Context: an optimization exercise on an open-source flow, tuned for small area, a short achievable clock period and few clock cycles per item. The choices shown serve that exercise and are no tape-out recipe. RTL that was checked went through simulation tests only; none was proved equivalent to the original. Power figures rest on the tool's default switching activity, not on a simulated workload.

## main
// sort_top
module sort_top ( t_go, t_rst, t_clk, t_n, t_wr_en, t_wr_addr, t_wr_data, t_sorted_data, t_done);
Size: about 2400 cells after synthesis, ~290 flip-flops.
export LEC_CHECK = 0
export CAP_MARGIN = 20
export CORE_MARGIN = 2
export CORE_UTILIZATION = 40
export PLACE_DENSITY = 0.5
export SETUP_SLACK_MARGIN = 4.0
export SLEW_MARGIN = 20
create_clock -name core_clock -period 6.5 [get_ports {t_clk}]
standard.sh (not shown) runs the stock make flow with config.mk's settings and CLKGATE_MAP_FILE= SYNTH_SCRIPT=/design/flow/synth_recipe.tcl, a recipe that flattens the netlist after the stock synthesis.
==> flow/flow/run.sh <==
#!/bin/bash
# The standard layout (standard.sh), except that abc maps the logic with an
# area-oriented script (flow/area.abc) in place of ORFS's speed script, and
# that the make variables listed in flow/make_args.txt (one per line) are
# added to ORFS's make command line. The synthesis is otherwise
# synth_recipe.tcl unchanged, so the registers and their names are the
# standard synthesis's. Each tool's output goes to a log here.
set -euo pipefail
W=$PWD
{
  printf 'proc abc {args} {\n'
  printf '  set i [lsearch -exact $args -script]\n'
  printf '  if {$i >= 0} { lset args [expr {$i + 1}] %s }\n' "$W/flow/area.abc"
  printf '  yosys abc {*}$args\n'
  printf '}\n'
  cat "$W/synth_recipe.tcl"
} > "$W/area_synth.tcl"
EXTRA=""
if [[ -f "$W/flow/make_args.txt" ]]; then
  while IFS= read -r line; do
    [[ -n "$line" ]] && EXTRA+=" '$line'"
  done < "$W/flow/make_args.txt"
fi
sed -e "s#SYNTH_SCRIPT=[^ ]*synth_recipe.tcl#SYNTH_SCRIPT=$W/area_synth.tcl#" \
    -e "s#^make -C \([^ ]*\) #make -C \1$EXTRA #" "$W/standard.sh" > "$W/area_standard.sh"
grep -q "SYNTH_SCRIPT=$W/area_synth.tcl" "$W/area_standard.sh"
bash "$W/area_standard.sh" > "$W/make.log" 2>&1
==> flow/flow/area.abc <==
strash
dch
map -a
topo
stime -c
==> flow/flow/make_args.txt <==
MATCH_CELL_FOOTPRINT=0
Having completed the whole flow, main delivered a layout that passed the timing, design-rule and antenna checks.
Testbench counts of main, summed over its fixed seeds: cycles 4,189, items 1,645.
> inputs changed (main -> the feature branch)
==> flow/flow/area.abc <==
strash
dch
map -a
strash
dch
map -a
strash
dch
map -a
strash
dch
map -a
strash
dch
map -a
strash
dch
map -a
strash
dch
map -a
strash
dch
map -a
strash
dch
map -a
strash
dch
map -a
topo
stime -c
==> flow/flow/make_args.txt <==
MATCH_CELL_FOOTPRINT=0
BUFFER_PORTS_ARGS=-buffer_cell sky130_fd_sc_hd__buf_4
--- a/flow/config.mk
+++ b/flow/config.mk
@@ -9,5 +9,5 @@
 export CORE_MARGIN = 2
-export CORE_UTILIZATION = 40
-export PLACE_DENSITY = 0.5
-export SETUP_SLACK_MARGIN = 4.0
+export CORE_UTILIZATION = 45
+export PLACE_DENSITY = 0.6
+export SETUP_SLACK_MARGIN = 4.2
 export SLEW_MARGIN = 20
### Flow results
In the feature branch, routed length on met3 is higher than in main. Compared with main, in the feature branch synthesized cell count went down by about 17%, total number of cells along the worst setup path saw an increase. Diff main -> the feature branch | worst reg-to-reg path cell count | increase of 2. Compared with main, the feature branch shows a higher layout clock buffer count. The share of total power in the clock network of the feature branch falls short of that of main by 1.4 points. On worst hold slack: between the feature branch and main, it ends up higher for the feature branch. The feature branch reports its leading cell type in the layout, fill and taps excluded as sky130_fd_sc_hd__buf_4 while main reports sky130_fd_sc_hd__nand2_1.

* * *

Another version of the RTL of sort_top (not shown whole).
Size: roughly 2,400 cells after synthesis, about 300 flip-flops.
Settings: LEC_CHECK=0, CAP_MARGIN=20, CORE_MARGIN=2, CORE_UTILIZATION=40, PLACE_DENSITY=0.5, SETUP_SLACK_MARGIN=3.6, SLEW_MARGIN=20; clock period 6.5 ns.
==> flow/flow/run.sh <==
#!/bin/bash
# The standard layout (standard.sh), except that abc maps the logic with an
# area-oriented script (flow/area.abc) in place of ORFS's speed script. The
# synthesis is otherwise synth_recipe.tcl unchanged, so the registers and their
# names are the standard synthesis's. Each tool's output goes to a log here.
set -euo pipefail
W=$PWD
{
  printf 'proc abc {args} {\n'
  printf '  set i [lsearch -exact $args -script]\n'
  printf '  if {$i >= 0} { lset args [expr {$i + 1}] %s }\n' "$W/flow/area.abc"
  printf '  yosys abc {*}$args\n'
  printf '}\n'
  cat "$W/synth_recipe.tcl"
} > "$W/area_synth.tcl"
sed "s#SYNTH_SCRIPT=[^ ]*synth_recipe.tcl#SYNTH_SCRIPT=$W/area_synth.tcl#" "$W/standard.sh" > "$W/area_standard.sh"
grep -q "SYNTH_SCRIPT=$W/area_synth.tcl" "$W/area_standard.sh"
bash "$W/area_standard.sh" > "$W/make.log" 2>&1
==> flow/flow/area.abc <==
strash
dch
map -a
topo
stime -c
==> next run, changes <==
--- a/flow/flow/run.sh
+++ b/flow/flow/run.sh
@@ -3,3 +3,5 @@
-# area-oriented script (flow/area.abc) in place of ORFS's speed script. The
-# synthesis is otherwise synth_recipe.tcl unchanged, so the registers and their
-# names are the standard synthesis's. Each tool's output goes to a log here.
+# area-oriented script (flow/area.abc) in place of ORFS's speed script, and
+# that the make variables listed in flow/make_args.txt (one per line) are
+# added to ORFS's make command line. The synthesis is otherwise
+# synth_recipe.tcl unchanged, so the registers and their names are the
+# standard synthesis's. Each tool's output goes to a log here.
@@ -16 +18,8 @@
-sed "s#SYNTH_SCRIPT=[^ ]*synth_recipe.tcl#SYNTH_SCRIPT=$W/area_synth.tcl#" "$W/standard.sh" > "$W/area_standard.sh"
+EXTRA=""
+if [[ -f "$W/flow/make_args.txt" ]]; then
+  while IFS= read -r line; do
+    [[ -n "$line" ]] && EXTRA+=" '$line'"
+  done < "$W/flow/make_args.txt"
+fi
+sed -e "s#SYNTH_SCRIPT=[^ ]*synth_recipe.tcl#SYNTH_SCRIPT=$W/area_synth.tcl#" \
+    -e "s#^make -C \([^ ]*\) #make -C \1$EXTRA #" "$W/standard.sh" > "$W/area_standard.sh"
==> flow/flow/make_args.txt (new file) <==
MATCH_CELL_FOOTPRINT=0
BUFFER_PORTS_ARGS=-buffer_cell sky130_fd_sc_hd__buf_2
Settings changed: SETUP_SLACK_MARGIN 3.6 to 4.0.
The changed run passed the timing, design-rule and antenna checks.
Synthesized area is unchanged.
First-iteration DRC count came out higher by 5.2%.
Via count goes up by about 3.4%.
Total power came out higher by 2.5%.
==> next run, changes <==
==> flow/flow/run.sh (replaced) <==
#!/bin/bash
# The standard layout (standard.sh), except that abc maps the logic with an
# area-oriented script (flow/area.abc) in place of ORFS's speed script. The
# synthesis is otherwise synth_recipe.tcl unchanged, so the registers and their
# names are the standard synthesis's. Each tool's output goes to a log here.
set -euo pipefail
W=$PWD
{
  printf 'proc abc {args} {\n'
  printf '  set i [lsearch -exact $args -script]\n'
  printf '  if {$i >= 0} { lset args [expr {$i + 1}] %s }\n' "$W/flow/area.abc"
  printf '  yosys abc {*}$args\n'
  printf '}\n'
  cat "$W/synth_recipe.tcl"
} > "$W/area_synth.tcl"
sed "s#SYNTH_SCRIPT=[^ ]*synth_recipe.tcl#SYNTH_SCRIPT=$W/area_synth.tcl#" "$W/standard.sh" > "$W/area_standard.sh"
grep -q "SYNTH_SCRIPT=$W/area_synth.tcl" "$W/area_standard.sh"
bash "$W/area_standard.sh" > "$W/make.log" 2>&1
removed: flow/flow/make_args.txt
- The new run finished with timing, DRC and antenna clean
- register-to-register slack is better by 110 ps
- utilization increases by 1.2 points
- sequential power barely changes
- worst hold slack is better by 4.7 ps
No functional check of the RTL was part of any run of this note.

* * *

Setup of old:
RTL: one of the versions met above, not the one the previous note started from.
Size: roughly 2400 cells after synthesis, ~290 flip-flops, about 32 I/O pins, ~17000 µm² of cells after synthesis.
==> flow/config.mk <==
export PLATFORM = sky130hd
export DESIGN_NAME = sort_top
export DESIGN_NICKNAME = sort_top
export VERILOG_FILES = /design/flow/design.v
export SDC_FILE = /design/flow/constraint.sdc
export NUM_CORES = 4
export LEC_CHECK = 0
export CAP_MARGIN = 20
export CORE_MARGIN = 2
export CORE_UTILIZATION = 40
export PLACE_DENSITY = 0.5
export SETUP_SLACK_MARGIN = 4.0
export SLEW_MARGIN = 20
==> flow/constraint.sdc <==
create_clock -name core_clock -period 6.5 [get_ports {t_clk}]
set_input_delay 1.3000 -clock core_clock [delete_from_list [all_inputs] [get_ports {t_clk}]]
set_output_delay 1.3000 -clock core_clock [all_outputs]
set_load 0.01 [all_outputs]
==> flow/flow/run.sh <==
#!/bin/bash
# The standard layout (standard.sh), except that abc maps the logic with an
# area-oriented script (flow/area.abc) in place of ORFS's speed script, and
# that the make variables listed in flow/make_args.txt (one per line) are
# added to ORFS's make command line. The synthesis is otherwise
# synth_recipe.tcl unchanged, so the registers and their names are the
# standard synthesis's. Each tool's output goes to a log here.
set -euo pipefail
W=$PWD
{
  printf 'proc abc {args} {\n'
  printf '  set i [lsearch -exact $args -script]\n'
  printf '  if {$i >= 0} { lset args [expr {$i + 1}] %s }\n' "$W/flow/area.abc"
  printf '  yosys abc {*}$args\n'
  printf '}\n'
  cat "$W/synth_recipe.tcl"
} > "$W/area_synth.tcl"
EXTRA=""
if [[ -f "$W/flow/make_args.txt" ]]; then
  while IFS= read -r line; do
    [[ -n "$line" ]] && EXTRA+=" '$line'"
  done < "$W/flow/make_args.txt"
fi
sed -e "s#SYNTH_SCRIPT=[^ ]*synth_recipe.tcl#SYNTH_SCRIPT=$W/area_synth.tcl#" \
    -e "s#^make -C \([^ ]*\) #make -C \1$EXTRA #" "$W/standard.sh" > "$W/area_standard.sh"
grep -q "SYNTH_SCRIPT=$W/area_synth.tcl" "$W/area_standard.sh"
bash "$W/area_standard.sh" > "$W/make.log" 2>&1
==> flow/flow/make_args.txt <==
MATCH_CELL_FOOTPRINT=0
BUFFER_PORTS_ARGS=-buffer_cell sky130_fd_sc_hd__buf_4
Scripts as last shown in full above: flow/flow/area.abc
Testbench counts of old, summed over its fixed seeds: cycles 4,189, items 1,645.
Changes in new relative to old:
Settings: changing SETUP_SLACK_MARGIN from 4.0 to 4.2.
==> flow/flow/area.abc <==
strash
dch
map -a
strash
dch
map -a
strash
dch
map -a
strash
dch
map -a
strash
dch
map -a
strash
dch
map -a
strash
dch
map -a
strash
dch
map -a
strash
dch
map -a
strash
dch
map -a
topo
stime -c
Results
- On post-layout minimum cycle time: between new and old, it ends up lower for old.
- Cell area: new > old
- Per the comparison of new with old, die area now smaller; wire length on met1 -about 6.4%.

port drivers added, routing unchanged:
The flow's constraints put no driver on any port. The routed layouts listed below were extracted and timed again, unchanged, in two steps.
Step 1 (the two cells are an assumption about what drives the block):
set clk [get_ports {t_clk}]
set_driving_cell -lib_cell sky130_fd_sc_hd__clkbuf_16 $clk
set_driving_cell -lib_cell sky130_fd_sc_hd__buf_2 [delete_from_list [all_inputs] $clk]
Step 2 moves the port delays by t, midway between the first and last clock arrival at a register: inputs arrive t later, outputs are due t later. That takes back most of the time a late clock gives input paths.
a / b / c = ideal ports / drivers / drivers and shift; a / b = the first two.
| run | t, ns | setup slack, ns | latest minus earliest clock arrival (ns) | worst data-port slew with drivers (ns) |
|---|---|---|---|---|
| main | 0.613 | 4.013 / 4.043 / 3.434 | 0.027 / 0.027 | 0.03 |
| the feature branch | 0.593 | 3.796 / 3.796 / 3.444 | 0.019 / 0.019 | 0.05 |
| the first run of note 2 | 0.611 | 3.706 / 3.726 / 3.118 | 0.028 / 0.028 | 0.04 |
| the second run of note 2 | 0.617 | 3.959 / 3.991 / 3.379 | 0.019 / 0.019 | 0.03 |
| the third run of note 2 | 0.611 | 4.056 / 3.999 / 3.516 | 0.014 / 0.014 | 0.03 |
| old | 0.606 | 4.001 / 4.001 / 3.526 | 0.020 / 0.020 | 0.04 |
| new | 0.598 | 3.998 / 3.998 / 3.514 | 0.014 / 0.014 | 0.05 |
After both steps setup and hold are still met in every run listed. The setup slack of the first run of note 2, which loses most, moves by +0.020 ns with the drivers and by -0.588 ns with both steps.
